Background: an optimization exercise with open tools, aiming at small area. Do not read the settings as production practice. The RTL was checked by simulation tests, not by an equivalence proof against the original design. The clock port is modelled as an ideal driver, which makes a skipped or thinned clock tree look cheaper than it is; a real chip needs a root buffer or a tree. Power is estimated from default activity; no workload was simulated.

Design cajero, start of the top module:
module cajero(
  Clk, Reset, PIN, TARJETA_RECIBIDA, TIPO_TRANS, DIGITO, DIGITO_STB,
  MONTO, MONTO_STB, BALANCE_ACTUALIZADO, ENTREGAR_DINERO, FONDOS_INSUFICIENTES,
  PIN_INCORRECTO, ADVERTENCIA, Bloqueo, TIPO_STB
);
Size: roughly 340 cells after synthesis.
export LEC_CHECK = 0
export CAP_MARGIN = 20
export CORE_MARGIN = 2
export CORE_UTILIZATION = 65
export SLEW_MARGIN = 20
export SYNTH_HIERARCHICAL = 1
export SYNTH_MINIMUM_KEEP_SIZE = 0
create_clock -name core_clock -period 6.0 [get_ports {Clk}]
standard.sh (not shown) runs the stock make flow with config.mk's settings and CLKGATE_MAP_FILE= SYNTH_SCRIPT=/design/flow/synth_recipe.tcl, a recipe that flattens the netlist after the stock synthesis.
==> flow/flow/run.sh <==
#!/bin/bash
# Own layout flow: the standard ORFS flow with two changes:
#  - synthesis maps the logic with an area-oriented ABC script (flow/abc_area.script),
#  - ports are buffered with sky130_fd_sc_hd__buf_1 instead of the default buffer,
#  - the clock tree is three clkbuf_8 driven by the clock port (flow/my_cts.tcl).
# Each tool's output goes to the ORFS logs under orfs/logs; make's own output to make_*.log.
set -euo pipefail
work=$(pwd)
rm -rf "$work/scripts_area"
cp -r "$FLOW_HOME/scripts" "$work/scripts_area"
cp "$work/flow/abc_area.script" "$work/scripts_area/abc_area.script"
# clock tree: the clock port drives three clkbuf_8, one per cluster of flip-flops
cp "$work/flow/my_cts.tcl" "$work/scripts_area/my_cts.tcl"
sed -i 's|^log_cmd clock_tree_synthesis {\*}\$cts_args$|source $::env(SCRIPTS_DIR)/my_cts.tcl\nmy_cts 3 sky130_fd_sc_hd__clkbuf_8\nset_propagated_clock [all_clocks]|' "$work/scripts_area/cts.tcl"
grep -q "^my_cts 3" "$work/scripts_area/cts.tcl"
bash standard.sh SCRIPTS_DIR="$work/scripts_area" ABC_AREA=1 \
  "BUFFER_PORTS_ARGS=-buffer_cell sky130_fd_sc_hd__buf_1" \
  finish > "$work/make_finish.log" 2>&1
==> flow/flow/abc_area.script <==
strash
dch
map -a
strash
dch
map -a
topo
stime -c
Other scripts of this flow, unchanged in this note and not shown: flow/flow/my_cts.tcl
==> next run, changes <==
- CAP_MARGIN: 20 -> 5
- SLEW_MARGIN: 20 -> 5
After rerunning: The new run finished clean; core utilization is unchanged; register-to-register slack barely changes; setup slack does not change; total power stays the same; global-route usage stays the same; design area stays the same; via count is unchanged; cell count does not change; clock skew does not change.
==> next run, changes <==
==> flow/flow/abc_area.script (replaced) <==
strash
dch
map -a
topo
stime -c
- CAP_MARGIN: 5 -> 20
- SLEW_MARGIN: 5 -> 20
The changed run finished clean.
Synthesized area went up slightly.
Routed wire length went up by a few percent.
Cell count is about the same.
Synthesized cell count barely changes.
Die area stays flat.
Combinational power went up by roughly a tenth.
Hold slack is better by 0.013 ns.
Total power went up by a few percent.
First-iteration DRC count went up by well over a third.
==> next run, changes <==
--- a/flow/flow/run.sh
+++ b/flow/flow/run.sh
@@ -5 +5 @@
-#  - the clock tree is three clkbuf_8 driven by the clock port (flow/my_cts.tcl).
+#  - the clock tree is four clkbuf_8 driven by the clock port (flow/my_cts.tcl).
@@ -12 +12 @@
-# clock tree: the clock port drives three clkbuf_8, one per cluster of flip-flops
+# clock tree: the clock port drives four clkbuf_8, one per cluster of flip-flops
@@ -14,2 +14,2 @@
-sed -i 's|^log_cmd clock_tree_synthesis {\*}\$cts_args$|source $::env(SCRIPTS_DIR)/my_cts.tcl\nmy_cts 3 sky130_fd_sc_hd__clkbuf_8\nset_propagated_clock [all_clocks]|' "$work/scripts_area/cts.tcl"
-grep -q "^my_cts 3" "$work/scripts_area/cts.tcl"
+sed -i 's|^log_cmd clock_tree_synthesis {\*}\$cts_args$|source $::env(SCRIPTS_DIR)/my_cts.tcl\nmy_cts 4 sky130_fd_sc_hd__clkbuf_8\nset_propagated_clock [all_clocks]|' "$work/scripts_area/cts.tcl"
+grep -q "^my_cts 4" "$work/scripts_area/cts.tcl"
Power goes up slightly.
Routed wire length decreases by a few percent.
Utilization came out higher by 0.29 points.
Setup slack is worse by 0.0097 ns.
Area after synthesis is unchanged.
First-iteration DRC count went down by a few percent.
Cell area went up slightly.
Hold slack got worse by 0.013 ns.
In every run of this note, the design's own scripts or RTL, not TritonCTS, make the clock network.

========
Setup of pepper:
cajero, a different RTL version from the one above (not shown whole).
For scale: about 53 flip-flops, roughly 65 I/O pins.
Settings: LEC_CHECK=0, CAP_MARGIN=20, CORE_MARGIN=2, CORE_UTILIZATION=40, SLEW_MARGIN=20, SYNTH_HIERARCHICAL=1, SYNTH_MINIMUM_KEEP_SIZE=0; clock period 6.0 ns.
==> flow/flow/run.sh <==
#!/bin/bash
# Own layout flow: the standard ORFS flow with two changes:
#  - synthesis maps the logic with an area-oriented ABC script (flow/abc_area.script),
#  - ports are buffered with sky130_fd_sc_hd__buf_1 instead of the default buffer,
#  - the clock tree is four clkbuf_8 driven by the clock port (flow/my_cts.tcl).
# Each tool's output goes to the ORFS logs under orfs/logs; make's own output to make_*.log.
set -euo pipefail
work=$(pwd)
rm -rf "$work/scripts_area"
cp -r "$FLOW_HOME/scripts" "$work/scripts_area"
cp "$work/flow/abc_area.script" "$work/scripts_area/abc_area.script"
# clock tree: the clock port drives four clkbuf_8, one per cluster of flip-flops
cp "$work/flow/my_cts.tcl" "$work/scripts_area/my_cts.tcl"
sed -i 's|^log_cmd clock_tree_synthesis {\*}\$cts_args$|source $::env(SCRIPTS_DIR)/my_cts.tcl\nmy_cts 4 sky130_fd_sc_hd__clkbuf_8\nset_propagated_clock [all_clocks]|' "$work/scripts_area/cts.tcl"
grep -q "^my_cts 4" "$work/scripts_area/cts.tcl"
bash standard.sh SCRIPTS_DIR="$work/scripts_area" ABC_AREA=1 \
  "BUFFER_PORTS_ARGS=-buffer_cell sky130_fd_sc_hd__buf_1" \
  finish > "$work/make_finish.log" 2>&1
==> flow/flow/my_cts.tcl <==
# Clock tree: the clock port drives NLEAF clock buffers directly, each driving
# the flip-flops of one cluster (clusters of equal size from k-means on the
# flip-flop locations).
proc my_cts { nleaf buf } {
  set block [ord::get_db_block]
  set pins {}
  set pts {}
  foreach p [get_pins -of_objects [get_nets Clk]] {
    if { [get_property $p direction] != "input" } { continue }
    set inst [[sta::sta_to_db_pin $p] getInst]
    set bb [$inst getBBox]
    lappend pins $p
    lappend pts [list [expr ([$bb xMin] + [$bb xMax]) / 2.0] [expr ([$bb yMin] + [$bb yMax]) / 2.0]]
  }
  set n [llength $pins]
  # initial centers: spread along sorted x+y
  set order [lsort -real -indices [lmap pt $pts { expr [lindex $pt 0] + [lindex $pt 1] }]]
  set centers {}
  for { set k 0 } { $k < $nleaf } { incr k } {
    lappend centers [lindex $pts [lindex $order [expr int(($k + 0.5) * $n / $nleaf)]]]
  }
  for { set it 0 } { $it < 50 } { incr it } {
    # balanced assignment: at most cap flip-flops per cluster, nearest first
    set cap [expr ($n + $nleaf - 1) / $nleaf]
    set cand {}
    for { set i 0 } { $i < $n } { incr i } {
      set pt [lindex $pts $i]
      for { set k 0 } { $k < $nleaf } { incr k } {
        set c [lindex $centers $k]
        lappend cand [list [expr abs([lindex $pt 0] - [lindex $c 0]) + abs([lindex $pt 1] - [lindex $c 1])] $i $k]
      }
    }
    set asg [lrepeat $n -1]
    set fill [lrepeat $nleaf 0]
    foreach cd [lsort -real -index 0 $cand] {
      lassign $cd d i k
      if { [lindex $asg $i] >= 0 || [lindex $fill $k] >= $cap } { continue }
      lset asg $i $k
      lset fill $k [expr [lindex $fill $k] + 1]
    }
    set nc {}
    for { set k 0 } { $k < $nleaf } { incr k } {
      set sx 0; set sy 0; set cnt 0
      foreach pt $pts a $asg { if { $a == $k } { set sx [expr $sx + [lindex $pt 0]]; set sy [expr $sy + [lindex $pt 1]]; incr cnt } }
      if { $cnt > 0 } { lappend nc [list [expr $sx / $cnt] [expr $sy / $cnt]] } else { lappend nc [lindex $centers $k] }
    }
    set centers $nc
  }
  set dbu [$block getDbUnitsPerMicron]
  for { set k 0 } { $k < $nleaf } { incr k } {
    set grp {}
    foreach p $pins a $asg { if { $a == $k } { lappend grp $p } }
    if { [llength $grp] == 0 } { continue }
    set c [lindex $centers $k]
    puts "clock cluster $k: [llength $grp] flip-flops at [expr [lindex $c 0] / $dbu] [expr [lindex $c 1] / $dbu]"
    insert_buffer -buffer_cell $buf -net Clk -load_pins $grp \
      -location [list [expr [lindex $c 0] / $dbu] [expr [lindex $c 1] / $dbu]] \
      -buffer_name clkbuf_leaf_$k -net_name clknet_leaf_$k
  }
}
Other scripts of this flow, unchanged in this note and not shown: flow/flow/abc_area.script
pepper finished all stages; the layout is clean.
Relative to pepper, the following input files were edited for garnet:
Settings: a change of CORE_UTILIZATION from 40 to 65.
==> flow/flow/run.sh <==
#!/bin/bash
# Own layout flow: the standard ORFS flow with two changes:
#  - synthesis maps the logic with an area-oriented ABC script (flow/abc_area.script),
#  - ports are buffered with sky130_fd_sc_hd__buf_1 instead of the default buffer,
#  - the clock tree is three clkbuf_8 driven by the clock port (flow/my_cts.tcl).
# Each tool's output goes to the ORFS logs under orfs/logs; make's own output to make_*.log.
set -euo pipefail
work=$(pwd)
rm -rf "$work/scripts_area"
cp -r "$FLOW_HOME/scripts" "$work/scripts_area"
cp "$work/flow/abc_area.script" "$work/scripts_area/abc_area.script"
# clock tree: the clock port drives three clkbuf_8, one per cluster of flip-flops
cp "$work/flow/my_cts.tcl" "$work/scripts_area/my_cts.tcl"
sed -i 's|^log_cmd clock_tree_synthesis {\*}\$cts_args$|source $::env(SCRIPTS_DIR)/my_cts.tcl\nmy_cts 3 sky130_fd_sc_hd__clkbuf_8\nset_propagated_clock [all_clocks]|' "$work/scripts_area/cts.tcl"
grep -q "^my_cts 3" "$work/scripts_area/cts.tcl"
bash standard.sh SCRIPTS_DIR="$work/scripts_area" ABC_AREA=1 \
  "BUFFER_PORTS_ARGS=-buffer_cell sky130_fd_sc_hd__buf_1" \
  finish > "$work/make_finish.log" 2>&1
Notes after the runs:
- Diff pepper -> garnet | share of power burned in the clock network | decrease of 1.3 points
- [compare] base=pepper new=garnet: cell area after synthesis essentially unchanged; row count went down about 22%; post-route met1 wirelength shrank by 12%; final net count down 2; part of the cycle the worst path needs saw a decrease.
--- input diff garnet..amber ---
Settings: CORE_UTILIZATION now 40, was 65.
==> comparison <==
Timing, DRC, antenna: 0 failures across garnet and amber. Worst-case hold slack: garnet and amber compared, higher one is garnet. amber vs. garnet: minimum period implied by the final worst setup slack went up by 13 ps. Between amber and garnet, it is amber whose largest incremental delay on the critical path is lower, by 20 ps. Re power per cell area: garnet was higher than amber. Worst-case register-to-register setup slack: amber vs garnet up 250 ps. Summary of amber over garnet: placed instance count climbed about 7.5%, sum of routed wire length over all layers saw an increase, smallest setup slack after layout fell by 13 ps, core utilization fell 29 points.
[inputs] delta vs amber
==> flow/flow/run.sh <==
#!/bin/bash
# Own layout flow: the standard ORFS flow with two changes:
#  - synthesis maps the logic with an area-oriented ABC script (flow/abc_area.script),
#  - ports are buffered with sky130_fd_sc_hd__buf_1 instead of the default buffer,
#  - the clock tree is four clkbuf_8 driven by the clock port (flow/my_cts.tcl).
# Each tool's output goes to the ORFS logs under orfs/logs; make's own output to make_*.log.
set -euo pipefail
work=$(pwd)
rm -rf "$work/scripts_area"
cp -r "$FLOW_HOME/scripts" "$work/scripts_area"
cp "$work/flow/abc_area.script" "$work/scripts_area/abc_area.script"
# clock tree: the clock port drives four clkbuf_8, one per cluster of flip-flops
cp "$work/flow/my_cts.tcl" "$work/scripts_area/my_cts.tcl"
sed -i 's|^log_cmd clock_tree_synthesis {\*}\$cts_args$|source $::env(SCRIPTS_DIR)/my_cts.tcl\nmy_cts 4 sky130_fd_sc_hd__clkbuf_8\nset_propagated_clock [all_clocks]|' "$work/scripts_area/cts.tcl"
grep -q "^my_cts 4" "$work/scripts_area/cts.tcl"
bash standard.sh SCRIPTS_DIR="$work/scripts_area" ABC_AREA=1 \
  "BUFFER_PORTS_ARGS=-buffer_cell sky130_fd_sc_hd__buf_1" \
  finish > "$work/make_finish.log" 2>&1
--- a/flow/flow/my_cts.tcl
+++ b/flow/flow/my_cts.tcl
@@ -1,5 +1,4 @@
 # Clock tree: the clock port drives NLEAF clock buffers directly, each driving
-# the flip-flops of one cluster (clusters of equal size from k-means on the
-# flip-flop locations).
+# the flip-flops of one cluster (clusters from k-means on the flip-flop locations).
 proc my_cts { nleaf buf } {
   set block [ord::get_db_block]
@@ -21,21 +20,13 @@
   }
   for { set it 0 } { $it < 50 } { incr it } {
-    # balanced assignment: at most cap flip-flops per cluster, nearest first
-    set cap [expr ($n + $nleaf - 1) / $nleaf]
-    set cand {}
-    for { set i 0 } { $i < $n } { incr i } {
-      set pt [lindex $pts $i]
+    set asg {}
+    foreach pt $pts {
+      set best 0; set bd 1e30
       for { set k 0 } { $k < $nleaf } { incr k } {
         set c [lindex $centers $k]
-        lappend cand [list [expr abs([lindex $pt 0] - [lindex $c 0]) + abs([lindex $pt 1] - [lindex $c 1])] $i $k]
+        set d [expr abs([lindex $pt 0] - [lindex $c 0]) + abs([lindex $pt 1] - [lindex $c 1])]
+        if { $d < $bd } { set bd $d; set best $k }
       }
-    }
-    set asg [lrepeat $n -1]
-    set fill [lrepeat $nleaf 0]
-    foreach cd [lsort -real -index 0 $cand] {
-      lassign $cd d i k
-      if { [lindex $asg $i] >= 0 || [lindex $fill $k] >= $cap } { continue }
-      lset asg $i $k
-      lset fill $k [expr [lindex $fill $k] + 1]
+      lappend asg $best
     }
     set nc {}
==> summary.txt <==
Fraction of layout instances using a drive strength above 1 in delta vs amber: up 0.23 points. amber was smaller in final cell area than delta. delta against amber: insertion delay of the later-clocked pin in the worst-skew pair lost 20 ps; fraction of power consumed by combinational cells fell 0.3 points. Comparing delta and amber, period utilization is higher on delta. Power of delta exceeds that of amber slightly. Any difference in critical path arrival between delta and amber is small enough to ignore. Wire length reported by the detailed router: amber vs delta — no meaningful difference.
No run of this note takes its clock network from TritonCTS; it comes from the design's own scripts or RTL.

========
Setup of job 2257:
Another version of the RTL of cajero (not shown whole).
Size: roughly 410 cells after synthesis, about 3400 µm² of cells after synthesis.
clock: 6.0 ns
lec_check: 0
cap_margin: 20
core_margin: 2
core_utilization: 65
slew_margin: 20
synth_hierarchical: 1
synth_minimum_keep_size: 0
==> flow/flow/run.sh <==
#!/bin/bash
# Own layout flow: the standard ORFS flow with two changes:
#  - synthesis maps the logic with an area-oriented ABC script (flow/abc_area.script),
#  - ports are buffered with sky130_fd_sc_hd__buf_1 instead of the default buffer,
#  - clock tree synthesis uses clkbuf_8 and adds no dummy loads.
# Each tool's output goes to the ORFS logs under orfs/logs; make's own output to make_*.log.
set -euo pipefail
work=$(pwd)
rm -rf "$work/scripts_area"
cp -r "$FLOW_HOME/scripts" "$work/scripts_area"
cp "$work/flow/abc_area.script" "$work/scripts_area/abc_area.script"
bash standard.sh SCRIPTS_DIR="$work/scripts_area" ABC_AREA=1 \
  "BUFFER_PORTS_ARGS=-buffer_cell sky130_fd_sc_hd__buf_1" \
  "CTS_ARGS=-sink_clustering_enable -repair_clock_nets -dont_use_dummy_load -buf_list sky130_fd_sc_hd__clkbuf_8" \
  finish > "$work/make_finish.log" 2>&1
==> flow/flow/abc_area.script <==
strash
dch
map -a
topo
stime -c
Modified inputs, job 8996 compared to job 2257
- a change of CORE_UTILIZATION from 65 to 40
[summary]
- The higher worst setup slack came out of job 8996.
- Job 8996 against job 2257: core utilization went down; sequential share of layout area went down.
- Sequential cell count: job 2257 vs job 8996, no meaningful difference
- Total power of the final layout: job 8996 vs job 2257, no meaningful difference
- Initial standard-cell utilization of the core ended up 26 points lower on job 8996 than on job 2257.
- Comparing job 8996 with job 2257, the leakage component of the power came out essentially unchanged.
- Going from job 2257 to job 8996, final cell count shows an increase of 6.4%; cell area after placement shows an increase of about 1.2%.
Here is what was changed in the inputs of job 7019 compared with job 8996.
-- flow/flow/run.sh --
<<< job 8996, line 13
  "BUFFER_PORTS_ARGS=-buffer_cell sky130_fd_sc_hd__buf_1" \
  "CTS_ARGS=-sink_clustering_enable -repair_clock_nets -dont_use_dummy_load -buf_list sky130_fd_sc_hd__clkbuf_8" \
  finish > "$work/make_finish.log" 2>&1
>>> job 7019, line 13
  "BUFFER_PORTS_ARGS=-buffer_cell sky130_fd_sc_hd__buf_1" \
  "CTS_ARGS=-sink_clustering_enable -repair_clock_nets -dont_use_dummy_load -sink_clustering_size 30 -sink_clustering_max_diameter 300 -buf_list sky130_fd_sc_hd__clkbuf_8" \
  finish > "$work/make_finish.log" 2>&1
Notes after the runs:
Job 7019 finished end to end and its layout was clean on timing, DRC and antenna.
Job 7019 vs. job 8996: sum of buffers and inverters on the critical path comparable; leftover overflow at the end of global routing was more or less identical; fmax now sits at about the same level; total number of clock tree sinks about even.

==> separate check: timing with driven ports <==
Ports are ideal in the flow. The routed layouts listed here were re-timed in OpenROAD.
Step 1: set_driving_cell puts a clkbuf_16 on Clk and a buf_2 on each other input, an assumption about the parent block.
Step 2, shift: input delay + t, output delay - t, t = (earliest + latest rising clock arrival at the registers) / 2. This alone moves slack from input paths to output paths.
Three values: no drivers, after step 1, after step 2; two values: the first two.
| run | t (ns) | slack for setup (ns) | worst setup path after step 2 | worst register clock-pin slew, ns | worst data-port slew with drivers (ns) |
|---|---|---|---|---|---|
| the first run of note 1 | 0.204 | 0.468 / 0.448 / 0.448 | input to output | 0.11 / 0.11 | 0.03 |
| the second run of note 1 | 0.204 | 0.468 / 0.448 / 0.448 | input to output | 0.11 / 0.11 | 0.03 |
| the third run of note 1 | 0.214 | 0.448 / 0.428 / 0.428 | input to output | 0.12 / 0.12 | 0.03 |
| the fourth run of note 1 | 0.206 | 0.438 / 0.418 / 0.418 | input to output | 0.10 / 0.10 | 0.03 |
| pepper | 0.207 | 0.408 / 0.386 / 0.386 | input to output | 0.10 / 0.10 | 0.04 |
| garnet | 0.210 | 0.433 / 0.414 / 0.414 | input to output | 0.12 / 0.12 | 0.04 |
| amber | 0.216 | 0.420 / 0.399 / 0.399 | input to output | 0.12 / 0.12 | 0.04 |
| delta | 0.204 | 0.411 / 0.390 / 0.390 | input to output | 0.10 / 0.10 | 0.04 |
| job 2257 | 0.325 | 0.296 / 0.276 / 0.236 | input to register | 0.10 / 0.10 | 0.04 |
| job 8996 | 0.331 | 0.316 / 0.296 / 0.296 | input to output | 0.10 / 0.10 | 0.04 |
| job 7019 | 0.331 | 0.316 / 0.296 / 0.296 | input to output | 0.10 / 0.10 | 0.04 |
After both steps setup and hold are still met in every run listed. For job 2257, which loses most, drivers alone change the setup slack by -0.020 ns; drivers and shift together by -0.060 ns.
